What follows belongs to an exercise in optimizing a design on an open flow for small area and a short achievable clock period; a production flow would make more cautious choices. Function was checked by simulation only, so behaviour that the tests miss may differ from the original.

### flow/config.mk
export PLATFORM = sky130hd
export DESIGN_NAME = RISCV_TOP
export DESIGN_NICKNAME = RISCV_TOP
export VERILOG_FILES = /design/flow/design.v
export SDC_FILE = /design/flow/constraint.sdc
export NUM_CORES = 4
export LEC_CHECK = 0
export ABC_AREA = 1
export CAP_MARGIN = 20
export CORE_MARGIN = 2
export CORE_UTILIZATION = 60
export SLEW_MARGIN = 20
### flow/constraint.sdc
create_clock -name core_clock -period 200.0 [get_ports {CLK}]
set_input_delay 40.0000 -clock core_clock [delete_from_list [all_inputs] [get_ports {CLK}]]
set_output_delay 40.0000 -clock core_clock [all_outputs]
set_load 0.01 [all_outputs]
### flow/design.v
module MULDIV (
	input  wire [31:0] A,
	input  wire [31:0] B,
	input  wire        MUL,
	output wire [31:0] C
	);
	wire [31:0] absA = A[31] ? (32'd0 - A) : A;
	wire [31:0] absB = B[31] ? (32'd0 - B) : B;
	wire [31:0] bhz;
	assign bhz[31] = 1'b1;
	genvar j;
	generate
		for (j = 30; j >= 0; j = j - 1) begin : g_bhz
			assign bhz[j] = bhz[j+1] & ~absB[j+1];
		end
	endgenerate
	wire [31:0] rows [0:31];
	generate
		for (j = 0; j < 32; j = j + 1) begin : g_row
			wire [j:0] x;
			wire [j:0] y;
			wire [j:0] s;
			wire       co;
			wire       sel;
			if (j == 0) begin : g_first
				assign x = MUL ? 1'b0 : absA[31];
			end else begin : g_next
				assign x = {rows[j-1][j-1:0], MUL ? 1'b0 : absA[31-j]};
			end
			assign y = MUL ? (A[j:0] & {(j+1){B[31-j]}}) : ~absB[j:0];
			RADD #(.W(j+1)) add (.x(x), .y(y), .cin(~MUL), .s(s), .co(co));
			assign sel = MUL | (co & bhz[j]);
			if (j == 31) begin : g_last
				assign rows[j] = sel ? s : x;
			end else begin : g_pad
				assign rows[j] = {{(31-j){1'b0}}, sel ? s : x};
			end
		end
	endgenerate
	wire neg = ~MUL & A[31];
	assign C = neg ? (32'd0 - rows[31]) : rows[31];
endmodule
module RADD #(parameter W = 8) (
	input  wire [W-1:0] x,
	input  wire [W-1:0] y,
	input  wire         cin,
	output wire [W-1:0] s,
	output wire         co
	);
	localparam L = (W <= 2) ? 1 : (W <= 4) ? 2 : (W <= 8) ? 3 : (W <= 16) ? 4 : 5;
	wire [W-1:0] p = x ^ y;
	wire [W-1:0] g0 = x & y;
	wire [W-1:0] gl [0:L];
	wire [W-1:0] pl [0:L];
	assign gl[0] = {g0[W-1:1], g0[0] | (p[0] & cin)};
	assign pl[0] = p;
	genvar l, i;
	generate
		for (l = 0; l < L; l = l + 1) begin : g_lvl
			for (i = 0; i < W; i = i + 1) begin : g_bit
				if ((i >> l) & 1) begin : g_comb
					localparam integer K = ((i >> l) << l) - 1;
					assign gl[l+1][i] = gl[l][i] | (pl[l][i] & gl[l][K]);
					assign pl[l+1][i] = pl[l][i] & pl[l][K];
				end else begin : g_pass
					assign gl[l+1][i] = gl[l][i];
					assign pl[l+1][i] = pl[l][i];
				end
			end
		end
	endgenerate
	wire [W-1:0] c = gl[L];    
	generate
		if (W == 1) begin : g_s1
			assign s = p ^ cin;
		end else begin : g_sn
			assign s = p ^ {c[W-2:0], cin};
		end
	endgenerate
	assign co = c[W-1];
endmodule
module RISCV_TOP (
	input wire CLK,
	input wire RSTn,
	output wire I_MEM_CSN,
	input wire [31:0] I_MEM_DI, 
	output wire [11:0] I_MEM_ADDR, 
	output wire D_MEM_CSN,
	input wire [31:0] D_MEM_DI,
	output wire [31:0] D_MEM_DOUT,
	output wire [11:0] D_MEM_ADDR, 
	output wire D_MEM_WEN,
	output wire [3:0] D_MEM_BE,
	output wire RF_WE,
	output wire [4:0] RF_RA1,
	output wire [4:0] RF_RA2,
	output wire [4:0] RF_WA1,
	input wire [31:0] RF_RD1,
	input wire [31:0] RF_RD2,
	output wire [31:0] RF_WD,
	output wire HALT,                    
	output reg [31:0] NUM_INST,          
	output wire [31:0] OUTPUT_PORT       
	);
	wire [31:0] I = I_MEM_DI;
	wire [2:0] f3 = I[14:12];
	reg [11:1] PC;           
	reg haltReg;
	reg prevHaltA;           
	reg [11:1] PC_next;
	always @ (posedge CLK) begin
		if (!RSTn) NUM_INST <= 32'd0;
		else NUM_INST <= NUM_INST + 1;
	end
	wire haltNow = prevHaltA && (I == 32'h00008067);
	always @ (posedge CLK) begin
		if (!RSTn) begin
			PC <= 11'd0;
			haltReg <= 1'b0;
		end
		else begin
			PC <= PC_next;
			if (haltNow) haltReg <= 1'b1;
		end
		prevHaltA <= (I == 32'h00c00093);
	end
	assign HALT = haltReg | haltNow;
	assign I_MEM_CSN = ~RSTn;
	assign D_MEM_CSN = ~RSTn;
	assign I_MEM_ADDR = {PC, 1'b0};
	assign RF_RA1 = I[19:15];
	assign RF_RA2 = I[24:20];
	assign RF_WA1 = I[11:7];
	assign D_MEM_DOUT = RF_RD2;
	assign OUTPUT_PORT = RF_WD;
	wire [6:0] opc = I[6:0];
	wire isR    = (opc == 7'b0110011);
	wire isI    = (opc == 7'b0010011);
	wire isC    = (opc == 7'b0001011);
	wire isLD   = (opc == 7'b0000011);
	wire isST   = (opc == 7'b0100011);
	wire isBR   = (opc == 7'b1100011);
	wire isJAL  = (opc == 7'b1101111);
	wire isJALR = (opc == 7'b1100111);
	wire isLUI  = (opc == 7'b0110111);
	wire isAUI  = (opc == 7'b0010111);
	assign RF_WE = isR | isI | isC | isLD | isJALR | isJAL | isLUI | isAUI;
	assign D_MEM_WEN = ~isST;
	assign D_MEM_BE = (f3[1:0] == 2'b00) ? 4'b0001 :
	                  (f3[1:0] == 2'b01) ? 4'b0011 :
	                  (f3[1:0] == 2'b10) ? 4'b1111 : 4'b0000;
	reg [3:0] op;
	always @(*) begin
		if (isR)       op = {((f3 == 3'b000) || (f3 == 3'b101)) & I[30], f3};
		else if (isI)  op = {(f3 == 3'b101) & I[30], f3};
		else if (isC)  op = {f3, I[25]};
		else if (isLUI) op = 4'b1001;
		else           op = 4'b0000;
	end
	wire [31:0] immI = {{20{I[31]}}, I[31:20]};
	wire [31:0] immS = {{20{I[31]}}, I[31:25], I[11:7]};
	wire [11:0] immB = {I[7], I[30:25], I[11:8], 1'b0};
	wire [11:0] immJ = {I[20], I[30:21], 1'b0};
	wire [31:0] immU = {I[31:12], 12'd0};
	wire useImm = isI | isLD | isJALR | isST | isLUI;
	wire [31:0] B = useImm ? (isST ? immS : (isLUI ? immU : immI)) : RF_RD2;
	wire [31:0] A = RF_RD1;
	wire sub = (op == 4'b1000) | (op == 4'b0010) | (op == 4'b0011) | isBR;
	wire [32:0] sum = {1'b0, A} + {1'b0, B ^ {32{sub}}} + {32'd0, sub};
	wire eq  = (A == B);
	wire ltu = ~sum[32];
	wire lt  = (A[31] ^ B[31]) ? A[31] : sum[31];
	wire [4:0] sh = B[4:0];
	wire shl = (op == 4'b0001);
	reg [31:0] shin;
	reg [31:0] shout;
	integer k;
	always @(*) begin
		for (k = 0; k < 32; k = k + 1) shin[k] = shl ? A[31-k] : A[k];
	end
	wire [63:0] shr = {{32{op[3] & A[31]}}, shin} >> sh;
	always @(*) begin
		for (k = 0; k < 32; k = k + 1) shout[k] = shl ? shr[31-k] : shr[k];
	end
	wire [31:0] md;
	MULDIV muldiv (.A(RF_RD1), .B(RF_RD2), .MUL(~I[25]), .C(md));
	wire isMD = isC & (f3 == 3'b111);
	reg [31:0] alu;
	always @(*) begin
		case (op)
			4'b0000, 4'b1000: alu = sum[31:0];
			4'b0111: alu = A & B;
			4'b0110: alu = A | B;
			4'b0100: alu = A ^ B;
			4'b0001, 4'b0101, 4'b1101: alu = shout;
			4'b0010: alu = {31'd0, lt};
			4'b0011: alu = {31'd0, ltu};
			4'b1100: alu = {31'd0, ~A[0]};
			4'b1001: alu = B;
			default: alu = 32'd0;
		endcase
	end
	wire [11:0] pc = {PC, 1'b0};
	wire [11:0] pc4 = pc + 12'd4;
	wire [11:0] tgt = pc + (isJAL ? immJ : immB);
	reg taken;
	always @(*) begin
		case (f3)
			3'b000: taken = eq;
			3'b001: taken = ~eq;
			3'b100: taken = lt;
			3'b101: taken = ~lt;
			3'b110: taken = ltu;
			3'b111: taken = ~ltu;
			default: taken = 1'b0;
		endcase
	end
	wire usePC = isBR | isJAL;
	wire [31:0] res0 = usePC ? {20'd0, tgt} : (isAUI ? {immU[31:12], pc} : alu);
	wire [31:0] res  = isMD ? md : res0;
	assign D_MEM_ADDR = res[11:0];
	always @(*) begin
		if (isJAL | (isBR & taken)) PC_next = tgt[11:1];
		else if (isJALR)           PC_next = sum[11:1];
		else                       PC_next = pc4[11:1];
	end
	reg [31:0] ld;
	always @(*) begin
		case (f3)
			3'b000: ld = {{24{D_MEM_DI[7]}}, D_MEM_DI[7:0]};
			3'b001: ld = {{16{D_MEM_DI[15]}}, D_MEM_DI[15:0]};
			3'b100: ld = {24'd0, D_MEM_DI[7:0]};
			3'b101: ld = {16'd0, D_MEM_DI[15:0]};
			default: ld = D_MEM_DI;
		endcase
	end
	assign RF_WD = isLD ? ld :
	               (isJAL | isJALR) ? {20'd0, pc4} :
	               isBR ? {31'd0, taken} : res;
endmodule
### flow/run.sh
#!/bin/bash
# synth_recipe.tcl (not shown) runs the flow's synth.tcl, then flattens the netlist and writes it again
# the make line also repeats each setting of config.mk as NAME=value (left out here)
make -C /OpenROAD-flow-scripts/flow DESIGN_CONFIG=/design/flow/config.mk WORK_HOME=/design/flow/orfs CLKGATE_MAP_FILE= SYNTH_SCRIPT=/design/flow/synth_recipe.tcl finish
==> results of run 1 <==
[cell families (layout without fill, tap and decap cells)]
| family | count (synthesis) | count (layout) | synth area share, % |
|---|---|---|---|
| adder cells (fa/ha/maj) | 738 | 738 | 22.92 |
| flip-flops | 45 | 45 | 1.977 |
| other | 1 | 9 | 0.008230 |
| AO/OA/AOI/OAI | 1896 | 1896 | 24.39 |
| AND/OR/NAND/NOR | 3137 | 3140 | 30.24 |
| buffers and inverters | 1397 | 1368 | 13.75 |
| XOR/XNOR | 337 | 337 | 6.478 |
| multiplexers | 9 | 9 | 0.2279 |
[synth_stat cells (all sizes together) (3+ instances only)]
master	number
o21a	25
clkbuf	295
clkinv	25
o31ai	10
o21bai	17
xor2	185
nand2	1843
a31oi	14
nand3b	11
inv	885
nor3b	5
dlygate4sd3	8
o22ai	33
nor3	52
nand3	422
xnor2	152
o211ai	39
nand4	36
nor2	559
ha	577
o21ai	935
a211oi	30
or2	143
a21o	111
a21oi	590
fa	161
mux2i	8
dfxtp	45
buf	180
o2111ai	10
o221ai	8
dlygate4sd1	4
and2	35
a221o	11
a2111oi	3
nor4	24
o41ai	10
a221oi	26
a22oi	7
a21boi	5
[state kept, by name, indices dropped and copies added, names as in the netlist]
signal	flops
prevHaltA	1
NUM_INST	32
PC	11
haltReg	1
[area by class of cell]
class                           instances  area [um^2]
Antenna cell                            8        20.02
Clock buffer                            5        125.1
Clock inverter                          3        21.27
Fill cell                            7487        27130
Inverter                              910         3490
Multi-Input combinational cell       6121        38530
Sequential cell                        45        900.9
Tap cell                              978         1224
Timing Repair Buffer                  446         4106
Timing Repair inverter                  4        20.02
[through the flow]
stage	setup slack (ns)	setup TNS [ns]	hold WS, ns
after global placement	11.87	0	0.4444
after detailed placement	7.618	0	0.4583
after CTS	7.364	0	0.4700
final	10.65	0	0.4728
after global routing	-0.01656	-0.03052	0.4934
after floorplan	32.11	0	0.4359
[layer usage]
| layer | GRT usage (%) | share of wire [%] | wire, um |
|---|---|---|---|
| met4 | 24.52 | 6.2 | 11820 |
| met2 | 71.74 | 42 | 79520 |
| met5 | 0 | 0.033 | 63 |
| met1 | 61.41 | 38 | 73300 |
| met3 | 13.03 | 14 | 26160 |
[repair_timing]
action	CTS	global route
endpoints found under the setup margin	0	76
setup buffers	0	9
gates resized for setup	0	31
==> results.yml, run 1 <==
run_status:
  status: "no timing/DRC/antenna violations"
finish:
  fin_util_pct: 64.10
  final_common_cell: "nand2_1"
  final_area_um2: 48440
  nets: 8401
  drive_above_1_share_pct: 9.968
  instances_no_fill: 8520
  syn_to_final_growth_pct: 6.310
  layout_common_cells: "1,727 x nand2_1, 816 x inv_1, 638 x o21ai_0"
min_path:
  hold_path.class: "reg2reg"
  whs_path_depth: 1
  hp-start: "NUM_INST[6]"
  whs_endpoint: "NUM_INST[6]"
logic_synthesis:
  synthArstFlopShare_pct: 0
  synth-main-ff-cell: "dfxtp_1"
  synth.top_cell.area_share_pct: 15.84
  synth.distinct_cells: 90
  ys_ff_latch: 45
  syn_inst: 7560
  synth_edf_count: 0
  synthesis.area_um2: 45560
  netlist_top_cells_area: "ha_1 16%, nand2_1 14%, fa_1 7.1%"
  yosysTopAreaCell: "ha_1"
  yosysSeqAreaShare_pct: 1.977
  postSynthAreaPerCell_um2: 6.027
  yosys_warnings: 35
floorplan:
  die_area_um2: 78160
  die_w_um: 279.6
  rows: 101
  dieHeight_um: 279.6
  initial_core_util_pct: 60.30
  ioPinCount: 306
  core_area_um2: 75570
critical_path:
  start_kind: "input port"
  cp.required_ns: 160.00
  crit_type: "in2out"
  cp-endpoint: "OUTPUT_PORT[28]"
  crit_slowest_cell: "clkdlybuf4s50_1"
  reg2reg_slack_ns: 196.69
  cp_slowest_stage_delay_ns: 0.61
  critPathMaxFanout: 41
  path_common_cell: "nand2_1"
  critPathCaptureType: "output pin"
  reg2reg_depth: 16
  r2r_start: "NUM_INST[0]"
  worstPathArrival_ns: 149.35
  crit_family: "compound AO/OA/AOI/OAI gates"
  reg2reg_to: "NUM_INST[25]"
  crit_path_start: "RF_RD2[0]"
  worst-path-buf-inv: 51
  cp.depth: 710
detailed_routing:
  drc_errors: 0
  viasPerCell: 6.239
  num_vias: 53150
  drt_iter0_drc: 6314
  wl_um: 190900
  dr.pass1.iters: 9
  ant_nets: 0
  wire_per_inst_um: 22.40
global_routing:
  grt_max_degree: 195
  overflow: 0
  track_usage_pct: 47.42
  grt_antenna_before_repair: 10
  grt_pass1_wl_um: 289200
  grt_pass1_vias: 49350
placement:
  port_buffers: 304
  hpwl_um: 143900
  gp_congestion: 1.092
  place_inst: 8488
  postPlaceCellArea_um2: 48090
timing:
  max-slew-margin-rel_pct: 19.05
  setup_viol: 0
  fin_skew_ns: 0.008886
  hold_viol_final: 0
  slew_viol_final: 0
  period_needed_ns: 189.35
  period_share_pct: 94.67
  worst_pin_slew_ns: 1.210
  max_freq_mhz: 5.281
clock_tree:
  ctsHoldBuffers: 0
  clk_pin_slew_ns: 0.07
  cts-root-buf: "clkbuf_16"
  cts_made_buffers: 5
  htree_levels: 2
  cts_tree: "built"
  clock_sinks: 45
  worstSkewPairLatency_ns: 0.30
  clockBufferDepth: 2
run:
  drv_cap: 0
==> run 2: changes to the inputs <==
--- a/flow/design.v
+++ b/flow/design.v
@@ -5,15 +5,26 @@
 	output wire [31:0] C
 	);
 	wire [31:0] absA = A[31] ? (32'd0 - A) : A;
-	wire [31:0] absB = B[31] ? (32'd0 - B) : B;
-	wire [31:0] bhz;
-	assign bhz[31] = 1'b1;
+	wire sB = B[31];
+	wire [31:0] hz;    
+	wire [31:0] ho;    
+	wire [31:0] lz;    
+	assign hz[31] = 1'b1;
+	assign ho[31] = 1'b1;
+	assign lz[0] = ~B[0];
 	genvar j;
 	generate
-		for (j = 30; j >= 0; j = j - 1) begin : g_bhz
-			assign bhz[j] = bhz[j+1] & ~absB[j+1];
+		for (j = 30; j >= 0; j = j - 1) begin : g_hz
+			assign hz[j] = hz[j+1] & ~B[j+1];
+			assign ho[j] = ho[j+1] & B[j+1];
+		end
+		for (j = 1; j < 32; j = j + 1) begin : g_lz
+			assign lz[j] = lz[j-1] & ~B[j];
 		end
 	endgenerate
+	wire [31:0] bfit = sB ? (ho & ~lz) : hz;    
+	wire [31:0] yd = ~(B ^ {32{sB}});           
+	wire cind = ~MUL & ~sB;
 	wire [31:0] rows [0:31];
 	generate
 		for (j = 0; j < 32; j = j + 1) begin : g_row
@@ -27,9 +38,9 @@
 			end else begin : g_next
 				assign x = {rows[j-1][j-1:0], MUL ? 1'b0 : absA[31-j]};
 			end
-			assign y = MUL ? (A[j:0] & {(j+1){B[31-j]}}) : ~absB[j:0];
-			RADD #(.W(j+1)) add (.x(x), .y(y), .cin(~MUL), .s(s), .co(co));
-			assign sel = MUL | (co & bhz[j]);
+			assign y = MUL ? (A[j:0] & {(j+1){B[31-j]}}) : yd[j:0];
+			RADD #(.W(j+1), .ARCH(0)) add (.x(x), .y(y), .cin(cind), .s(s), .co(co));
+			assign sel = MUL | (co & bfit[j]);
 			if (j == 31) begin : g_last
 				assign rows[j] = sel ? s : x;
 			end else begin : g_pad
@@ -40,7 +51,7 @@
 	wire neg = ~MUL & A[31];
 	assign C = neg ? (32'd0 - rows[31]) : rows[31];
 endmodule
-module RADD #(parameter W = 8) (
+module RADD #(parameter W = 8, parameter ARCH = 0) (
 	input  wire [W-1:0] x,
 	input  wire [W-1:0] y,
 	input  wire         cin,
@@ -50,27 +61,106 @@
 	localparam L = (W <= 2) ? 1 : (W <= 4) ? 2 : (W <= 8) ? 3 : (W <= 16) ? 4 : 5;
 	wire [W-1:0] p = x ^ y;
 	wire [W-1:0] g0 = x & y;
-	wire [W-1:0] gl [0:L];
-	wire [W-1:0] pl [0:L];
-	assign gl[0] = {g0[W-1:1], g0[0] | (p[0] & cin)};
-	assign pl[0] = p;
+	wire [W-1:0] c;    
 	genvar l, i;
 	generate
-		for (l = 0; l < L; l = l + 1) begin : g_lvl
-			for (i = 0; i < W; i = i + 1) begin : g_bit
-				if ((i >> l) & 1) begin : g_comb
-					localparam integer K = ((i >> l) << l) - 1;
-					assign gl[l+1][i] = gl[l][i] | (pl[l][i] & gl[l][K]);
-					assign pl[l+1][i] = pl[l][i] & pl[l][K];
-				end else begin : g_pass
-					assign gl[l+1][i] = gl[l][i];
-					assign pl[l+1][i] = pl[l][i];
-				end
-			end
-		end
-	endgenerate
-	wire [W-1:0] c = gl[L];    
-	generate
+		if (ARCH == 0 || (ARCH == 3 && W <= 4)) begin : g_skl
+			wire [W-1:0] gl [0:L];
+			wire [W-1:0] pl [0:L];
+			assign gl[0] = {g0[W-1:1], g0[0] | (p[0] & cin)};
+			assign pl[0] = p;
+			for (l = 0; l < L; l = l + 1) begin : g_lvl
+				for (i = 0; i < W; i = i + 1) begin : g_bit
+					if ((i >> l) & 1) begin : g_comb
+						localparam integer K = ((i >> l) << l) - 1;
+						assign gl[l+1][i] = gl[l][i] | (pl[l][i] & gl[l][K]);
+						assign pl[l+1][i] = pl[l][i] & pl[l][K];
+					end else begin : g_pass
+						assign gl[l+1][i] = gl[l][i];
+						assign pl[l+1][i] = pl[l][i];
+					end
+				end
+			end
+			assign c = gl[L];
+		end else if (ARCH == 1) begin : g_bk
+			wire [W-1:0] gu [0:L];
+			wire [W-1:0] pu [0:L];
+			wire [W-1:0] gd [0:L];
+			assign gu[0] = {g0[W-1:1], g0[0] | (p[0] & cin)};
+			assign pu[0] = p;
+			for (l = 0; l < L; l = l + 1) begin : g_up
+				for (i = 0; i < W; i = i + 1) begin : g_bit
+					if (((i + 1) % (2 << l)) == 0) begin : g_comb
+						assign gu[l+1][i] = gu[l][i] | (pu[l][i] & gu[l][i - (1 << l)]);
+						assign pu[l+1][i] = pu[l][i] & pu[l][i - (1 << l)];
+					end else begin : g_pass
+						assign gu[l+1][i] = gu[l][i];
+						assign pu[l+1][i] = pu[l][i];
+					end
+				end
+			end
+			assign gd[L] = gu[L];
+			for (l = L - 1; l >= 0; l = l - 1) begin : g_dn
+				for (i = 0; i < W; i = i + 1) begin : g_bit
+					if (((i + 1) % (2 << l)) == (1 << l) && i >= (2 << l)) begin : g_comb
+						assign gd[l][i] = gd[l+1][i] | (pu[l][i] & gd[l+1][i - (1 << l)]);
+					end else begin : g_pass
+						assign gd[l][i] = gd[l+1][i];
+					end
+				end
+			end
+			assign c = gd[0];
+		end else if (ARCH == 2) begin : g_rc
+			assign c[0] = g0[0] | (p[0] & cin);
+			for (i = 1; i < W; i = i + 1) begin : g_bit
+				assign c[i] = g0[i] | (p[i] & c[i-1]);
+			end
+		end else begin : g_sparse
+			localparam NG = (W + 3) / 4;
+			localparam LG = (NG <= 2) ? 1 : (NG <= 4) ? 2 : 3;
+			wire [NG-1:0] GG, GP;
+			for (i = 0; i < NG; i = i + 1) begin : g_grp
+				localparam integer LO = 4 * i;
+				localparam integer HI = (4 * i + 3 < W) ? 4 * i + 3 : W - 1;
+				wire [HI-LO:0] gg, gp;
+				assign gg[0] = (i == 0) ? (g0[0] | (p[0] & cin)) : g0[LO];
+				assign gp[0] = p[LO];
+				genvar b;
+				for (b = 1; b <= HI - LO; b = b + 1) begin : g_b
+					assign gg[b] = g0[LO+b] | (p[LO+b] & gg[b-1]);
+					assign gp[b] = p[LO+b] & gp[b-1];
+				end
+				assign GG[i] = gg[HI-LO];
+				assign GP[i] = gp[HI-LO];
+			end
+			wire [NG-1:0] gl [0:LG];
+			wire [NG-1:0] pl [0:LG];
+			assign gl[0] = GG;
+			assign pl[0] = GP;
+			for (l = 0; l < LG; l = l + 1) begin : g_lvl
+				for (i = 0; i < NG; i = i + 1) begin : g_bit
+					if ((i >> l) & 1) begin : g_comb
+						localparam integer K = ((i >> l) << l) - 1;
+						assign gl[l+1][i] = gl[l][i] | (pl[l][i] & gl[l][K]);
+						assign pl[l+1][i] = pl[l][i] & pl[l][K];
+					end else begin : g_pass
+						assign gl[l+1][i] = gl[l][i];
+						assign pl[l+1][i] = pl[l][i];
+					end
+				end
+			end
+			wire [NG-1:0] GC = gl[LG];
+			for (i = 0; i < NG; i = i + 1) begin : g_in
+				localparam integer LO = 4 * i;
+				localparam integer HI = (4 * i + 3 < W) ? 4 * i + 3 : W - 1;
+				wire ci = (i == 0) ? cin : GC[i-1];
+				genvar b;
+				assign c[LO] = g0[LO] | (p[LO] & ci);
+				for (b = LO + 1; b <= HI; b = b + 1) begin : g_b
+					assign c[b] = g0[b] | (p[b] & c[b-1]);
+				end
+			end
+		end
 		if (W == 1) begin : g_s1
 			assign s = p ^ cin;
 		end else begin : g_sn
@@ -217,8 +307,7 @@
 	end
 	wire usePC = isBR | isJAL;
 	wire [31:0] res0 = usePC ? {20'd0, tgt} : (isAUI ? {immU[31:12], pc} : alu);
-	wire [31:0] res  = isMD ? md : res0;
-	assign D_MEM_ADDR = res[11:0];
+	assign D_MEM_ADDR = isMD ? md[11:0] : res0[11:0];
 	always @(*) begin
 		if (isJAL | (isBR & taken)) PC_next = tgt[11:1];
 		else if (isJALR)           PC_next = sum[11:1];
@@ -234,7 +323,8 @@
 			default: ld = D_MEM_DI;
 		endcase
 	end
-	assign RF_WD = isLD ? ld :
-	               (isJAL | isJALR) ? {20'd0, pc4} :
-	               isBR ? {31'd0, taken} : res;
+	wire [31:0] wd0 = isLD ? ld :
+	                  (isJAL | isJALR) ? {20'd0, pc4} :
+	                  isBR ? {31'd0, taken} : res0;
+	assign RF_WD = isMD ? md : wd0;
 endmodule
--- a/flow/config.mk
+++ b/flow/config.mk
@@ -8,5 +8,6 @@
 export ABC_AREA = 1
 export CAP_MARGIN = 20
 export CORE_MARGIN = 2
-export CORE_UTILIZATION = 60
+export CORE_UTILIZATION = 50
 export SLEW_MARGIN = 20
+export SYNTH_HIERARCHICAL = 1
==> results.yml, run 2 <==
run_status:
  status: "no timing/DRC/antenna violations"
timing:
  fin_hold_ws_ns: 0.4616
  fin_skew_ns: 0.008203
  hold_viol_final: 0
  period_share_pct: 77.59
  slew_viol_final: 0
  setup_viol: 0
  tns_ns: 0
  max-slew-margin-rel_pct: 19.17
  period_needed_ns: 155.17
  max_freq_mhz: 6.444
  rsz0062_at_grt: "false"
  worst_pin_slew_ns: 1.212
logic_synthesis:
  netlist_top_cells_area: "nand2_1 19%, ha_1 13%, inv_1 9.1%"
  synth_edf_count: 0
  postSynthAreaPerCell_um2: 5.675
  yosys_warnings: 41
  yosysSeqAreaShare_pct: 1.675
  synth.top_cell.area_share_pct: 18.68
  ys_ff_latch: 45
  synth_most_common_cell: "nand2_1"
  synth.distinct_cells: 86
  synthArstFlopShare_pct: 0
  synthesis.area_um2: 53800
  syn_inst: 9480
  yosysTopAreaCell: "nand2_1"
  synth_common_cells: "2,677 x nand2_1, 1,308 x inv_1, 829 x nand3_1, 669 x o21ai_0, 578 x ha_1"
  synth-main-ff-cell: "dfxtp_1"
global_routing:
  grt_max_degree: 73
  grt_pass1_wl_um: 343700
  overflow: 0
  track_usage_pct: 39.89
  grt_antenna_before_repair: 4
  grt_pass1_vias: 56950
floorplan:
  die_w_um: 332.0
  rows: 120
  die_area_um2: 110200
  ioPinCount: 306
  initial_core_util_pct: 50.32
  dieHeight_um: 332.0
  core_area_um2: 106900
finish:
  layout_common_cells: "2,677 x nand2_1, 1,304 x inv_1, 828 x nand3_1"
  largest_register: "NUM_INST"
  reg_top3: "NUM_INST: 32 flops, PC: 11 flops"
  nets: 10330
  final_common_cell: "nand2_1"
  largest_register_ff_count: 32
  drive_above_1_share_pct: 9.577
  syn_to_final_growth_pct: 5.926
clock_tree:
  ctsHoldBuffers: 0
  clk_pin_slew_ns: 0.07
  worstSkewPairLatency_ns: 0.30
  cts-root-buf: "clkbuf_16"
  cts_resized: 0
  clockBufferDepth: 2
  cts_made_buffers: 5
  cts_tree: "built"
  cts_setup_buffers: 0
  htree_levels: 2
  clock_sinks: 45
critical_path:
  critPathCaptureType: "output pin"
  critPathMaxFanout: 49
  worstPathArrival_ns: 115.17
  crit_slowest_cell: "a31oi_4"
  r2r_start: "NUM_INST[0]"
  path_common_cell: "nand2_1"
  reg2reg_slack_ns: 196.84
  crit_path_start: "RF_RD2[30]"
  reg2reg_to: "NUM_INST[30]"
  cp_slowest_stage_delay_ns: 0.85
  crit_type: "in2out"
  start_kind: "input port"
  cp.required_ns: 160.00
  reg2reg_depth: 21
placement:
  gp_congestion: 1.061
  hpwl_um: 181000
  port_buffers: 304
detailed_routing:
  drt_iter0_drc: 5674
  ant_nets: 0
  wl_um: 228600
  dr.pass1.iters: 7
  drc_errors: 0
  viasPerCell: 5.721
  num_vias: 62160
  wire_per_inst_um: 21.04
min_path:
  whs_path_depth: 2
  hp-start: "haltReg"
  hold_path.class: "reg2reg"
  whs_endpoint: "haltReg"
run:
  drv_cap: 0
==> run 2: cell count changes in the layout (fill, tap and decap cells not counted), moves of 63 or more <==
cell | previous run | this run
o21ai_2 | 131 | 34
nand3_1 | 388 | 828
a31oi_1 | 14 | 77
inv_1 | 816 | 1304
and2_1 | 34 | 125
nand2_2 | 107 | 208
o21ai_1 | 164 | 55
a21o_1 | 109 | 15
nand2_1 | 1727 | 2677
==> run 2: through the flow <==
step / instances / worst slack [ns] / area, um^2 / util, %
after floorplan: 9480 / 56.06 / 53800 / -
after global placement: 10860 / 47.02 / 56820 / 53.15
after detailed placement: 10860 / 45.99 / 56830 / 53.16
after CTS: 10860 / 45.82 / 56980 / 53.30
after global routing: 10860 / 38.02 / 56980 / 53.30
final: 10870 / 44.83 / 56980 / 53.30
==> run 2: Yosys stat by module, one instance, submodules excluded, a selection <==
module | area, um^2 | cells inside | times used
MULDIV | 15090 | 3024 | 1
RISCV_TOP | 12880 | 2279 | 1
==> run 2: cells by family (layout without fill, tap and decap cells) <==
group / Yosys count / count (layout) / synth area share, %
XOR/XNOR: 289 / 289 / 4.705
flip-flops: 45 / 45 / 1.675
other: 1 / 4 / 0.006971
adder cells (fa/ha/maj): 739 / 739 / 19.43
buffers and inverters: 1825 / 1805 / 14.76
AO/OA/AOI/OAI: 1594 / 1594 / 16.88
AND/OR/NAND/NOR: 4985 / 4985 / 42.50
multiplexers: 2 / 2 / 0.03722
==> run 2: critical path: cells and delay by family <==
family | cells | cell delay, ns
and+or+nand+nor | 309 | 33.85
AOI/OAI and AO/OA | 47 | 14.23
buffers and inverters | 63 | 14.15
adders and majority gates | 37 | 12.22
muxes | 1 | 0.30
xor gates and xnor gates | 1 | 0.14
==> run 2: area by class of cell <==
cell class,instances,area (um^2)
diodes,3,7.507
clock buffers,5,125.1
clock inverters,3,25.02
fillers,11580,49920
inverters,1385,5213
multi-input cells,7610,45110
flip-flops and latches,45,900.9
well taps,1403,1755
repair buffers,412,3849
==> run 2: how the worst max path moves through the flow <==
| stage | endpoint | slack, ns | cells after the start |
|---|---|---|---|
| final | RF_WD[30] | 44.83 | 458 |
| after global routing | RF_WD[31] | 38.02 | 467 |
| after CTS | RF_WD[30] | 45.82 | 458 |
| after detailed placement | RF_WD[30] | 45.99 | 458 |
| after global placement | RF_WD[30] | 47.02 | 455 |
| after floorplan | RF_WD[29] | 56.06 | 488 |
==> run 2: layer usage <==
metal | global-route usage [%] | wire length, um
met3 | 5.675 | 20420
met5 | 0 | 19
met1 | 51.47 | 94310
met2 | 63.42 | 98160
met4 | 22.98 | 15680
==> run 3: changes to the inputs <==
--- a/flow/design.v
+++ b/flow/design.v
@@ -25,31 +25,90 @@
 	wire [31:0] bfit = sB ? (ho & ~lz) : hz;    
 	wire [31:0] yd = ~(B ^ {32{sB}});           
 	wire cind = ~MUL & ~sB;
-	wire [31:0] rows [0:31];
+	wire [31:0] ydm = yd & {32{~MUL}};
+	wire [31:0] bkm = {32{MUL}} & {B[0], B[1], B[2], B[3], B[4], B[5], B[6], B[7],
+		B[8], B[9], B[10], B[11], B[12], B[13], B[14], B[15], B[16], B[17], B[18],
+		B[19], B[20], B[21], B[22], B[23], B[24], B[25], B[26], B[27], B[28], B[29],
+		B[30], B[31]};    
+	wire [31:0] rw [0:31];
 	generate
 		for (j = 0; j < 32; j = j + 1) begin : g_row
 			wire [j:0] x;
-			wire [j:0] y;
-			wire [j:0] s;
-			wire       co;
-			wire       sel;
+			wire [j:0] o;
+			wire xin = ~MUL & absA[31-j];
 			if (j == 0) begin : g_first
-				assign x = MUL ? 1'b0 : absA[31];
+				assign x = xin;
 			end else begin : g_next
-				assign x = {rows[j-1][j-1:0], MUL ? 1'b0 : absA[31-j]};
+				assign x = {rw[j-1][j-1:0], xin};
 			end
-			assign y = MUL ? (A[j:0] & {(j+1){B[31-j]}}) : yd[j:0];
-			RADD #(.W(j+1), .ARCH(0)) add (.x(x), .y(y), .cin(cind), .s(s), .co(co));
-			assign sel = MUL | (co & bfit[j]);
+			RROW #(.W(j+1)) row (.x(x), .a(A[j:0]), .bkm(bkm[j]), .ydm(ydm[j:0]),
+				.mul(MUL), .cin(cind), .fit(bfit[j]), .o(o));
 			if (j == 31) begin : g_last
-				assign rows[j] = sel ? s : x;
+				assign rw[j] = o;
 			end else begin : g_pad
-				assign rows[j] = {{(31-j){1'b0}}, sel ? s : x};
+				assign rw[j] = {{(31-j){1'b0}}, o};
 			end
 		end
 	endgenerate
+	wire [31:0] r = rw[31];
 	wire neg = ~MUL & A[31];
-	assign C = neg ? (32'd0 - rows[31]) : rows[31];
+	assign C = neg ? (32'd0 - r) : r;
+endmodule
+module RROW #(parameter W = 8) (
+	input  wire [W-1:0] x,
+	input  wire [W-1:0] a,
+	input  wire         bkm,
+	input  wire [W-1:0] ydm,
+	input  wire         mul,
+	input  wire         cin,
+	input  wire         fit,
+	output wire [W-1:0] o
+	);
+	localparam L = (W <= 2) ? 1 : (W <= 4) ? 2 : (W <= 8) ? 3 : (W <= 16) ? 4 : 5;
+	wire [W-1:0] y = (a & {W{bkm}}) | ydm;
+	wire [W-1:0] p = x ^ y;
+	wire [W-1:0] g0 = x & y;
+	wire [W-1:0] c;    
+	wire [W-1:0] gu [0:L];
+	wire [W-1:0] pu [0:L];
+	wire [W-1:0] gd [0:L];
+	assign gu[0] = {g0[W-1:1], g0[0] | (p[0] & cin)};
+	assign pu[0] = p;
+	genvar l, i;
+	generate
+		for (l = 0; l < L; l = l + 1) begin : g_up
+			for (i = 0; i < W; i = i + 1) begin : g_bit
+				if (((i + 1) % (2 << l)) == 0) begin : g_comb
+					assign gu[l+1][i] = gu[l][i] | (pu[l][i] & gu[l][i - (1 << l)]);
+					assign pu[l+1][i] = pu[l][i] & pu[l][i - (1 << l)];
+				end else begin : g_pass
+					assign gu[l+1][i] = gu[l][i];
+					assign pu[l+1][i] = pu[l][i];
+				end
+			end
+		end
+		assign gd[L] = gu[L];
+		for (l = L - 1; l >= 0; l = l - 1) begin : g_dn
+			for (i = 0; i < W; i = i + 1) begin : g_bit
+				if (((i + 1) % (2 << l)) == (1 << l) && i >= (2 << l)) begin : g_comb
+					assign gd[l][i] = gd[l+1][i] | (pu[l][i] & gd[l+1][i - (1 << l)]);
+				end else begin : g_pass
+					assign gd[l][i] = gd[l+1][i];
+				end
+			end
+		end
+		if (W == 1) begin : g_s1
+			assign c = gd[0];
+			wire [W-1:0] s = p ^ cin;
+			wire sel = mul | (c[W-1] & fit);
+			assign o = sel ? s : x;
+		end else begin : g_sn
+			assign c = gd[0];
+			wire [W-1:0] s = p ^ {c[W-2:0], cin};
+			wire sel = mul | (c[W-1] & fit);
+			assign o = sel ? s : x;
+		end
+	endgenerate
 endmodule
 module RADD #(parameter W = 8, parameter ARCH = 0) (
 	input  wire [W-1:0] x,
@@ -169,6 +228,38 @@
 	endgenerate
 	assign co = c[W-1];
 endmodule
+module RCA #(parameter W = 8) (
+	input  wire [W-1:0] a,
+	input  wire [W-1:0] b,
+	input  wire         cin,
+	output wire [W-1:0] s,
+	output wire         co
+	);
+	wire [W:0] c;
+	assign c[0] = cin;
+	genvar i;
+	generate
+		for (i = 0; i < W; i = i + 1) begin : g_bit
+			assign s[i] = a[i] ^ b[i] ^ c[i];
+			assign c[i+1] = (a[i] & b[i]) | (c[i] & (a[i] ^ b[i]));
+		end
+	endgenerate
+	assign co = c[W];
+endmodule
+module RINC #(parameter W = 8) (
+	input  wire [W-1:0] a,
+	output wire [W-1:0] s
+	);
+	wire [W:0] c;
+	assign c[0] = 1'b1;
+	genvar i;
+	generate
+		for (i = 0; i < W; i = i + 1) begin : g_bit
+			assign s[i] = a[i] ^ c[i];
+			assign c[i+1] = a[i] & c[i];
+		end
+	endgenerate
+endmodule
 module RISCV_TOP (
 	input wire CLK,
 	input wire RSTn,
@@ -198,9 +289,11 @@
 	reg haltReg;
 	reg prevHaltA;           
 	reg [11:1] PC_next;
+	wire [31:0] numInc;
+	RINC #(.W(32)) numinc (.a(NUM_INST), .s(numInc));
 	always @ (posedge CLK) begin
 		if (!RSTn) NUM_INST <= 32'd0;
-		else NUM_INST <= NUM_INST + 1;
+		else NUM_INST <= numInc;
 	end
 	wire haltNow = prevHaltA && (I == 32'h00008067);
 	always @ (posedge CLK) begin
@@ -256,8 +349,10 @@
 	wire [31:0] B = useImm ? (isST ? immS : (isLUI ? immU : immI)) : RF_RD2;
 	wire [31:0] A = RF_RD1;
 	wire sub = (op == 4'b1000) | (op == 4'b0010) | (op == 4'b0011) | isBR;
-	wire [32:0] sum = {1'b0, A} + {1'b0, B ^ {32{sub}}} + {32'd0, sub};
-	wire eq  = (A == B);
+	wire [32:0] sum;
+	RCA #(.W(32)) mainadd (.a(A), .b(B ^ {32{sub}}), .cin(sub), .s(sum[31:0]), .co(sum[32]));
+	wire [31:0] axb = A ^ B;
+	wire eq  = ~|axb;
 	wire ltu = ~sum[32];
 	wire lt  = (A[31] ^ B[31]) ? A[31] : sum[31];
 	wire [4:0] sh = B[4:0];
@@ -281,7 +376,7 @@
 			4'b0000, 4'b1000: alu = sum[31:0];
 			4'b0111: alu = A & B;
 			4'b0110: alu = A | B;
-			4'b0100: alu = A ^ B;
+			4'b0100: alu = axb;
 			4'b0001, 4'b0101, 4'b1101: alu = shout;
 			4'b0010: alu = {31'd0, lt};
 			4'b0011: alu = {31'd0, ltu};
@@ -291,8 +386,13 @@
 		endcase
 	end
 	wire [11:0] pc = {PC, 1'b0};
-	wire [11:0] pc4 = pc + 12'd4;
-	wire [11:0] tgt = pc + (isJAL ? immJ : immB);
+	wire [11:0] pc4;
+	wire [11:0] tgt;
+	wire tgtc;
+	assign pc4[1:0] = pc[1:0];
+	RINC #(.W(10)) pcinc (.a(pc[11:2]), .s(pc4[11:2]));
+	RCA #(.W(11)) pcadd (.a(pc[11:1]), .b(isJAL ? immJ[11:1] : immB[11:1]), .cin(1'b0), .s(tgt[11:1]), .co(tgtc));
+	assign tgt[0] = 1'b0;
 	reg taken;
 	always @(*) begin
 		case (f3)
--- a/flow/config.mk
+++ b/flow/config.mk
@@ -8,6 +8,6 @@
 export ABC_AREA = 1
 export CAP_MARGIN = 20
 export CORE_MARGIN = 2
-export CORE_UTILIZATION = 50
+export CORE_UTILIZATION = 55
 export SLEW_MARGIN = 20
 export SYNTH_HIERARCHICAL = 1
==> results.yml, run 3 <==
run_status:
  status: "no timing/DRC/antenna violations"
critical_path:
  path_common_cell: "nand2_1"
  worstPathArrival_ns: 107.66
  critPathMaxFanout: 47
  critPathCaptureType: "output pin"
  crit_slowest_cell: "nor2_1"
  cp_slowest_stage_delay_ns: 0.89
  crit_type: "in2out"
  cp.required_ns: 160.00
  start_kind: "input port"
global_routing:
  track_usage_pct: 42.58
  grtUsageMet2_pct: 64.08
  overflow: 0
  grt_pass1_wl_um: 295800
  grt_max_degree: 68
  use_met3_pct: 8.490
  grt_pass1_vias: 49000
  top_usage_layer: "met2"
  grt_antenna_before_repair: 7
  use_met1_pct: 56.70
logic_synthesis:
  yosys_warnings: 41
  postSynthAreaPerCell_um2: 6.545
  syn_inst: 7374
  synthesis.area_um2: 48270
floorplan:
  die_w_um: 300.2
  initial_core_util_pct: 55.55
  ioPinCount: 306
  die_area_um2: 90140
  dieHeight_um: 300.2
  core_area_um2: 86890
  rows: 108
finish:
  drive_above_1_share_pct: 9.640
  syn_to_final_growth_pct: 7.124
  layout_common_cells: "1,578 x nand2_1, 975 x inv_1, 737 x nand3_1"
  largest_register_ff_count: 32
  largest_register: "NUM_INST"
  seqCellArea_um2: 900.9
  reg_top3: "NUM_INST: 32 flops, PC: 11 flops"
  multi_input_area_um2: 41400
  n_fill_cell: 8680
  final_area_um2: 51700
  final_common_cell: "nand2_1"
  nets: 8474
timing:
  rsz0062_at_grt: "false"
  period_share_pct: 73.83
  period_needed_ns: 147.66
  hold_viol_final: 0
  max_freq_mhz: 6.772
  setup_viol: 0
  slew_viol_final: 0
  max-slew-margin-rel_pct: 25.10
  worst_pin_slew_ns: 1.124
  fin_ws_ns: 52.34
  fin_skew_ns: 0.005714
  tns_ns: 0
clock_tree:
  ctsHoldBuffers: 0
  clockBufferDepth: 2
  cts_resized: 0
  clock_sinks: 45
  cts_tree: "built"
  cts_setup_buffers: 0
  cts-root-buf: "clkbuf_16"
  worstSkewPairLatency_ns: 0.29
  htree_levels: 2
  clk_pin_slew_ns: 0.07
  cts_made_buffers: 5
placement:
  port_buffers: 304
  hpwl_um: 151200
  postPlaceCellArea_um2: 51540
  place_ws_ns: 53.13
  gp_congestion: 1.065
detailed_routing:
  wire_per_inst_um: 22.82
  drc_errors: 0
  num_vias: 51760
  viasPerCell: 6.019
  ant_nets: 0
  wl_um: 196200
  drt_iter0_drc: 5412
  dr.pass1.iters: 6
min_path:
  hold_path.class: "reg2reg"
run:
  drv_cap: 0
run 3: changes by cell type in the layout (fill, tap and decap cells not counted), moves of 91 or more:
cell,change
a21o_1,+393
and2_1,-122
fa_1,+185
inv_1,-329
nand2_1,-1099
nand3_1,-91
nor2_1,-106
o21ai_0,-483
or2_2,-174
run 3: path summary, 6_finish.rpt:
| path | cells past startpoint | slack (ns) | startpoint | endpoint |
|---|---|---|---|---|
| worst min register to register | 2 | 0.47 | haltReg | haltReg |
| worst max-delay path | 431 | 52.34 | I_MEM_DI[25] | RF_WD[30] |
| worst max register to register | 35 | 193.86 | NUM_INST[0] | NUM_INST[31] |
| worst min-delay path | 2 | 0.47 | haltReg | haltReg |
run 3: critical path: cells and delay by family:
kind / cells / cell delay [ns]
muxes: 9 / 3.09
adders and majority gates: 52 / 20.54
xor gates and xnor gates: 1 / 0.15
and+or+nand+nor: 266 / 25.99
buffers and inverters: 67 / 7.97
AOI/OAI and AO/OA: 36 / 9.62
run 3: through the flow:
step / hold slack [ns] / util [%] / std cells
2_1_floorplan: 0.4359 / - / 7375
3_3_place_gp: 0.4450 / 59.31 / 8584
3_5_place_dp: 0.4524 / 59.31 / 8584
4_1_cts: 0.4647 / 59.48 / 8592
5_1_grt: 0.5158 / 59.50 / 8596
6_report: 0.4679 / 59.51 / 8599
run 3: routing by layer:
| layer | wire [um] | up-vias | share of wire [%] |
|---|---|---|---|
| met2 | 81490 | 2758 | 42 |
| li1 | - | 24130 | - |
| met4 | 13830 | 6 | 7.0 |
| met5 | 36 | - | 0.018 |
| met1 | 79150 | 24230 | 40 |
| met3 | 21700 | 626 | 11 |
run 3: area by class of cell:
class                           count  share of cell area, %
Antenna cell                        6                0.02904
Clock buffer                        5                 0.2420
Clock inverter                      3                0.04356
Inverter                         1027                  7.485
Multi-Input combinational cell   5929                  80.07
Sequential cell                    45                  1.742
Tap cell                         1155                  2.795
Timing Repair Buffer              429                  7.589
==> run 4: changes to the inputs <==
--- a/flow/design.v
+++ b/flow/design.v
@@ -329,9 +329,10 @@
 	wire isAUI  = (opc == 7'b0010111);
 	assign RF_WE = isR | isI | isC | isLD | isJALR | isJAL | isLUI | isAUI;
 	assign D_MEM_WEN = ~isST;
-	assign D_MEM_BE = (f3[1:0] == 2'b00) ? 4'b0001 :
-	                  (f3[1:0] == 2'b01) ? 4'b0011 :
-	                  (f3[1:0] == 2'b10) ? 4'b1111 : 4'b0000;
+	wire isMem = isLD | isST;
+	assign D_MEM_BE = {4{isMem}} & ((f3[1:0] == 2'b00) ? 4'b0001 :
+	                                (f3[1:0] == 2'b01) ? 4'b0011 :
+	                                (f3[1:0] == 2'b10) ? 4'b1111 : 4'b0000);
 	reg [3:0] op;
 	always @(*) begin
 		if (isR)       op = {((f3 == 3'b000) || (f3 == 3'b101)) & I[30], f3};
--- a/flow/config.mk
+++ b/flow/config.mk
@@ -8,6 +8,6 @@
 export ABC_AREA = 1
 export CAP_MARGIN = 20
 export CORE_MARGIN = 2
-export CORE_UTILIZATION = 55
+export CORE_UTILIZATION = 65
 export SLEW_MARGIN = 20
 export SYNTH_HIERARCHICAL = 1
==> results.yml, run 4 <==
run_status:
  status: "no timing/DRC/antenna violations"
finish:
  layout_common_cells: "1,576 x nand2_1, 981 x inv_1, 738 x nand3_1"
  largest_register: "NUM_INST"
  fin_util_pct: 70.23
  reg_top3: "NUM_INST: 32 flops, PC: 11 flops"
  largest_register_ff_count: 32
  final_common_cell: "nand2_1"
  syn_to_final_growth_pct: 6.600
  drive_above_1_share_pct: 9.569
  instances_no_fill: 8372
  nets: 8445
detailed_routing:
  wl_um: 188500
  dr.pass1.iters: 7
  ant_nets: 0
  viasPerCell: 6.280
  drt_iter0_drc: 6710
  wire_per_inst_um: 22.52
  drc_errors: 0
  num_vias: 52570
floorplan:
  ioPinCount: 306
  dieHeight_um: 276.4
  die_area_um2: 76390
  initial_core_util_pct: 65.88
  die_w_um: 276.4
  core_area_um2: 73210
  rows: 99
clock_tree:
  cts_resized: 0
  ctsHoldBuffers: 0
  clk_pin_slew_ns: 0.07
  htree_levels: 2
  worstSkewPairLatency_ns: 0.29
  cts_made_buffers: 5
  cts_setup_buffers: 0
  cts-root-buf: "clkbuf_16"
  clock_sinks: 45
  clockBufferDepth: 2
  cts_tree: "built"
critical_path:
  crit_type: "in2out"
  cp_slowest_stage_delay_ns: 0.86
  path_common_cell: "nand2_1"
  critPathMaxFanout: 47
  worstPathArrival_ns: 107.25
  critPathCaptureType: "output pin"
  crit_slowest_cell: "o21bai_4"
  cp.required_ns: 160.00
  reg2reg_slack_ns: 193.86
  reg2reg_to: "NUM_INST[30]"
  reg2reg_depth: 32
  r2r_start: "NUM_INST[0]"
  start_kind: "input port"
global_routing:
  track_usage_pct: 47.99
  grt_max_degree: 71
  grt_pass1_vias: 50100
  overflow: 0
  grt_pass1_wl_um: 289000
  grt_antenna_before_repair: 3
timing:
  max-slew-margin-rel_pct: 24.95
  setup_viol: 0
  fin_skew_ns: 0.007222
  max_freq_mhz: 6.791
  slew_viol_final: 0
  period_share_pct: 73.63
  fin_hold_ws_ns: 0.4562
  tns_ns: 0
  hold_viol_final: 0
  worst_pin_slew_ns: 1.122
  period_needed_ns: 147.25
  rsz0062_at_grt: "false"
logic_synthesis:
  syn_inst: 7349
  yosys_warnings: 41
  synthesis.area_um2: 48230
  postSynthAreaPerCell_um2: 6.562
min_path:
  hp-start: "haltReg"
  whs_path_depth: 2
  whs_endpoint: "haltReg"
  hold_path.class: "reg2reg"
run:
  drv_cap: 0
placement:
  port_buffers: 304
  gp_congestion: 1.069
  hpwl_um: 143500
  place_inst: 8360
-- run 4: routing by layer --
metal	track usage [%]	part of all wire (%)
met1	60.13	37
met2	70.95	40
met3	13.65	14
met4	33.67	8.7
met5	0	0.0069
-- run 4: how the worst max path moves through the flow --
stage / startpoint / endpoint / slack (ns) / cells past startpoint
2_1_floorplan: I_MEM_DI[25] / RF_WD[30] / 64.67 / 380
3_3_place_gp: RF_RD2[30] / RF_WD[30] / 55.58 / 434
3_5_place_dp: RF_RD2[30] / OUTPUT_PORT[30] / 53.73 / 445
4_1_cts: RF_RD2[30] / OUTPUT_PORT[30] / 53.60 / 445
5_1_grt: RF_RD2[30] / OUTPUT_PORT[30] / 47.11 / 451
6_report: RF_RD2[30] / OUTPUT_PORT[30] / 52.75 / 439
-- run 4: worst max-delay path, delay by kind of cell --
kind | cells | cell delay [ns]
XOR/XNOR | 1 | 0.19
buffers and inverters | 64 | 7.26
adder cells (fa/ha/maj) | 50 | 19.61
multiplexers | 9 | 3.11
AO/OA/AOI/OAI | 37 | 9.81
AND/OR/NAND/NOR | 278 | 27.03
-- run 4: final cells by class --
cell class                      count  area [um^2]
Tap cell                          959         1200
Clock inverter                      3        25.02
Timing Repair Buffer              427         3934
Multi-Input combinational cell   5894        41320
Antenna cell                        4        10.01
Fill cell                        6602        21800
Sequential cell                    45        900.9
Clock buffer                        5        125.1
Inverter                         1035         3895
-- run 4: metrics by stage --
step                      area [um^2]  setup slack [ns]
final                           51410             52.75
after global routing            51400             47.11
after CTS                       51400             53.60
after detailed placement        51250             53.73
after global placement          51250             55.58
after floorplan                 48230             64.67
==> run 5: changes to the inputs <==
==> flow/flow/run.sh (new file) <==
#!/bin/bash
# The standard layout, with timing repair aiming for extra setup slack so
# that the resizer also speeds up the (already passing) critical path.
set -euo pipefail
bash standard.sh SETUP_SLACK_MARGIN=65 finish > orfs_make.log 2>&1
==> flow/standard.sh (new file) <==
#!/bin/bash
# synth_recipe.tcl (not shown) runs the flow's synth.tcl, then flattens the netlist and writes it again
# the make line also repeats each setting of config.mk as NAME=value (left out here)
make -C /OpenROAD-flow-scripts/flow DESIGN_CONFIG=/design/flow/config.mk WORK_HOME=/design/flow/orfs CLKGATE_MAP_FILE= SYNTH_SCRIPT=/design/flow/synth_recipe.tcl "${@:-finish}"
removed: flow/run.sh
==> results.yml, run 5 <==
floorplan:
  dieHeight_um: 276.4
  die_w_um: 276.4
  ioPinCount: 306
  initial_core_util_pct: 65.88
  rows: 99
global_routing:
  track_usage_pct: 89.61
  grt_max_degree: 56
  overflow: 1055
placement:
  postPlaceCellArea_um2: 51250
  gp_congestion: 1.077
  place_inst: 8363
  port_buffers: 304
  hpwl_um: 145300
logic_synthesis:
  synthesis.area_um2: 48230
  syn_inst: 7349
  yosys_warnings: 41
  postSynthAreaPerCell_um2: 6.562
timing:
  endpoint_type: "primary output"
  grt_worst_setup_endpoint: "OUTPUT_PORT[28]"
clock_tree:
  clock_sinks: 45
  cts-root-buf: "clkbuf_16"
  htree_levels: 2
  clockBufferDepth: 2
  cts_made_buffers: 5
  ctsHoldBuffers: 0
run_status:
  error: "[ERROR GRT-0232] Routing congestion too high. Check the congestion heatmap in the GUI."
  status: "stopped before the end"
  failed_stage: "5_1_grt"
## run 5: timing repair
action	CTS
pin swaps	81
cloned	38
setup endpoints to repair	76
resized for setup	405
setup buffers	147
## run 5: worst max path at each step
stage                 startpoint              end  slack, ns  cells past startpoint
floorplan           I_MEM_DI[25]        RF_WD[30]      65.71                    380
global placement    I_MEM_DI[25]        RF_WD[25]      55.21                    430
detailed placement  I_MEM_DI[25]  OUTPUT_PORT[30]      53.52                    432
CTS                   RF_RD2[27]  OUTPUT_PORT[20]      63.20                    417
## run 5: routing by layer
layer	overflow	global-route usage [%]
met3	85	81.12
met4	262	90.57
met1	116	87.25
met5	11	66.42
met2	581	100.9
## run 5: through the flow
| stage | worst slack, ns | util [%] |
|---|---|---|
| detailed placement | 53.52 | 70.01 |
| floorplan | 65.71 | - |
| CTS | 63.20 | 74.48 |
| global placement | 55.21 | 70.01 |
==> run 6: changes to the inputs <==
--- a/flow/design.v
+++ b/flow/design.v
@@ -4,7 +4,33 @@
 	input  wire        MUL,
 	output wire [31:0] C
 	);
-	wire [31:0] absA = A[31] ? (32'd0 - A) : A;
+	genvar gl, gi;
+	wire [31:0] aaU [0:5];
+	wire [31:0] aaD [0:5];
+	assign aaU[0] = {A[30:0], 1'b0};
+	generate
+		for (gl = 0; gl < 5; gl = gl + 1) begin : g_aau
+			for (gi = 0; gi < 32; gi = gi + 1) begin : g_bit
+				if (((gi + 1) % (2 << gl)) == 0) begin : g_comb
+					assign aaU[gl+1][gi] = aaU[gl][gi] | aaU[gl][gi - (1 << gl)];
+				end else begin : g_pass
+					assign aaU[gl+1][gi] = aaU[gl][gi];
+				end
+			end
+		end
+		assign aaD[5] = aaU[5];
+		for (gl = 4; gl >= 0; gl = gl - 1) begin : g_aad
+			for (gi = 0; gi < 32; gi = gi + 1) begin : g_bit
+				if (((gi + 1) % (2 << gl)) == (1 << gl) && gi >= (2 << gl)) begin : g_comb
+					assign aaD[gl][gi] = aaD[gl+1][gi] | aaD[gl+1][gi - (1 << gl)];
+				end else begin : g_pass
+					assign aaD[gl][gi] = aaD[gl+1][gi];
+				end
+			end
+		end
+	endgenerate
+	wire [31:0] aaL = aaD[0];
+	wire [31:0] absA = A ^ ({32{A[31]}} & aaL);
 	wire sB = B[31];
 	wire [31:0] hz;    
 	wire [31:0] ho;    
@@ -52,7 +78,32 @@
 	endgenerate
 	wire [31:0] r = rw[31];
 	wire neg = ~MUL & A[31];
-	assign C = neg ? (32'd0 - r) : r;
+	wire [31:0] rrU [0:5];
+	wire [31:0] rrD [0:5];
+	assign rrU[0] = {r[30:0], 1'b0};
+	generate
+		for (gl = 0; gl < 5; gl = gl + 1) begin : g_rru
+			for (gi = 0; gi < 32; gi = gi + 1) begin : g_bit
+				if (((gi + 1) % (2 << gl)) == 0) begin : g_comb
+					assign rrU[gl+1][gi] = rrU[gl][gi] | rrU[gl][gi - (1 << gl)];
+				end else begin : g_pass
+					assign rrU[gl+1][gi] = rrU[gl][gi];
+				end
+			end
+		end
+		assign rrD[5] = rrU[5];
+		for (gl = 4; gl >= 0; gl = gl - 1) begin : g_rrd
+			for (gi = 0; gi < 32; gi = gi + 1) begin : g_bit
+				if (((gi + 1) % (2 << gl)) == (1 << gl) && gi >= (2 << gl)) begin : g_comb
+					assign rrD[gl][gi] = rrD[gl+1][gi] | rrD[gl+1][gi - (1 << gl)];
+				end else begin : g_pass
+					assign rrD[gl][gi] = rrD[gl+1][gi];
+				end
+			end
+		end
+	endgenerate
+	wire [31:0] rrL = rrD[0];
+	assign C = r ^ ({32{neg}} & rrL);
 endmodule
 module RROW #(parameter W = 8) (
 	input  wire [W-1:0] x,
==> flow/flow/run.sh (replaced) <==
#!/bin/bash
# The standard layout, except that the ports are buffered with the smallest
# buffer (buf_1) instead of the delay buffer buffer_ports picks by default.
set -euo pipefail
bash standard.sh "BUFFER_PORTS_ARGS=-buffer_cell sky130_fd_sc_hd__buf_1" finish > orfs_make.log 2>&1
--- a/flow/config.mk
+++ b/flow/config.mk
@@ -8,6 +8,6 @@
 export ABC_AREA = 1
 export CAP_MARGIN = 20
 export CORE_MARGIN = 2
-export CORE_UTILIZATION = 65
+export CORE_UTILIZATION = 55
 export SLEW_MARGIN = 20
 export SYNTH_HIERARCHICAL = 1
==> results.yml, run 6 <==
run_status:
  status: "no timing/DRC/antenna violations"
critical_path:
  worstPathArrival_ns: 106.15
  reg2reg_to: "NUM_INST[31]"
  cp-endpoint: "RF_WD[30]"
  reg2reg_slack_ns: 193.85
  crit_path_start: "RF_RD2[30]"
  start_kind: "input port"
  crit_family: "simple AND/OR/NAND/NOR gates"
  critPathCaptureType: "output pin"
  crit_type: "in2out"
  path_common_cell: "nand2_1"
  crit_slowest_cell: "o21bai_4"
  cp.required_ns: 160.00
  cp_slowest_stage_delay_ns: 0.82
  cp.depth: 443
  reg2reg_depth: 35
  critPathMaxFanout: 55
  r2r_start: "NUM_INST[0]"
  worst-path-buf-inv: 59
placement:
  hpwl_um: 149500
  place_inst: 8527
  postPlaceCellArea_um2: 49510
  gp_congestion: 1.018
  port_buffers: 304
timing:
  max-slew-margin-rel_pct: 26.02
  rsz0062_at_grt: "false"
  slew_viol_final: 0
  period_share_pct: 73.07
  tns_ns: 0
  max_freq_mhz: 6.842
  setup_viol: 0
  fin_skew_ns: 0.006918
  worst_pin_slew_ns: 1.108
  period_needed_ns: 146.15
  hold_viol_final: 0
clock_tree:
  clockBufferDepth: 2
  htree_levels: 2
  cts_made_buffers: 5
  clk_pin_slew_ns: 0.08
  clock_sinks: 45
  cts-root-buf: "clkbuf_16"
  ctsHoldBuffers: 0
  worstSkewPairLatency_ns: 0.29
  cts_resized: 0
  cts_setup_buffers: 0
  cts_tree: "built"
global_routing:
  grt_pass1_vias: 47740
  grtUsageMet2_pct: 63.07
  use_met3_pct: 8.980
  track_usage_pct: 42.29
  overflow: 0
  grt_max_degree: 56
  use_met1_pct: 57.08
  grt_pass1_wl_um: 292800
  top_usage_layer: "met2"
  grt_antenna_before_repair: 11
detailed_routing:
  ant_nets: 0
  num_vias: 50990
  wire_per_inst_um: 22.79
  dr.pass1.iters: 6
  wl_um: 194700
  viasPerCell: 5.969
  drt_iter0_drc: 5866
  drc_errors: 0
floorplan:
  initial_core_util_pct: 55.43
  dieHeight_um: 299.4
  core_area_um2: 86620
  rows: 108
  die_w_um: 299.4
  ioPinCount: 306
  die_area_um2: 89670
logic_synthesis:
  synthesis.area_um2: 48010
  postSynthAreaPerCell_um2: 6.568
  yosys_warnings: 41
  syn_inst: 7310
run:
  drv_cap: 0
finish:
  largest_register_ff_count: 32
  final_area_um2: 49690
  n_fill_cell: 8847
  reg_top3: "NUM_INST: 32 flops, PC: 11 flops"
  multi_input_area_um2: 41130
  seqCellArea_um2: 900.9
  nets: 8416
  fin_util_pct: 57.37
  final_common_cell: "nand2_1"
  largest_register: "NUM_INST"
  instances_no_fill: 8542
  layout_common_cells: "1,582 x nand2_1, 973 x inv_1, 737 x nand3_1"
  drive_above_1_share_pct: 9.889
  syn_to_final_growth_pct: 3.508
min_path:
  hold_path.class: "reg2reg"
  whs_path_depth: 2
-- run 6: tightest hold or removal path: stages, from the launching register on --
cell and delay (ns):
dfxtp_1 0.30, inv_1 0.06, a21oi_1 0.06
-- run 6: routing by layer --
metal / share of wire, % / up-vias
li1: - / 24000
met1: 40 / 23780
met2: 41 / 2629
met3: 12 / 557
met4: 6.7 / 12
met5: 0.053 / -
-- run 6: worst min path at each step --
| stage | startpoint | to | slack [ns] |
|---|---|---|---|
| 4_1_cts | haltReg | haltReg | 0.46 |
| 6_report | haltReg | haltReg | 0.47 |
| 5_1_grt | haltReg | haltReg | 0.51 |
| 2_1_floorplan | haltReg | haltReg | 0.44 |
| 3_3_place_gp | haltReg | haltReg | 0.45 |
| 3_5_place_dp | haltReg | haltReg | 0.45 |
-- run 6: layout make-up --
class / count / share of cell area, %
clock inverter: 3 / 0.05036
multi-input combinational: 5862 / 82.78
timing repair buffer: 439 / 4.391
tap: 1155 / 2.908
sequential: 45 / 1.813
clock buffer: 5 / 0.2518
inverter: 1028 / 7.783
antenna: 5 / 0.02518
-- run 6: stage by stage --
stage,hold WS [ns],setup slack (ns)
final,0.4650,53.85
after global routing,0.5087,47.99
after CTS,0.4624,54.48
after detailed placement,0.4515,54.58
after global placement,0.4455,55.66
after floorplan,0.4359,64.55

separate check: timing with driven ports:
The results above use ideal ports. As a check the final layouts listed here were re-extracted and re-timed, cells and wires unchanged.
Step 1 sets driving cells, clkbuf_16 on the clock port and buf_2 on the other inputs (assumed; they add their load-dependent delay and slew).
Step 2 times the ports against the registers' clock, not the clock port: input delays grow and output delays shrink by t, the midpoint of the rising clock arrivals with the driver on.
a / b / c = ideal ports / drivers / drivers and shift; a / b = the first two.
run	t, ns	setup slack, ns	worst hold slack (ns)	worst setup path after step 2	worst slew at a driven data input, ns
run 1	0.332	10.653 / 10.632 / 10.632	0.473 / 0.473 / 0.473	input to output	0.07
run 2	0.339	44.828 / 44.799 / 44.799	0.462 / 0.462 / 0.462	input to output	0.08
run 3	0.329	52.340 / 52.313 / 52.313	0.468 / 0.468 / 0.468	input to output	0.14
run 4	0.326	52.745 / 52.717 / 52.717	0.456 / 0.456 / 0.456	input to output	0.12
run 6	0.333	53.850 / 53.827 / 53.827	0.465 / 0.465 / 0.465	input to output	0.14
After both steps setup and hold are still met in every run listed. For run 2, which loses most, drivers alone change the setup slack by -0.029 ns; drivers and shift together by -0.029 ns.
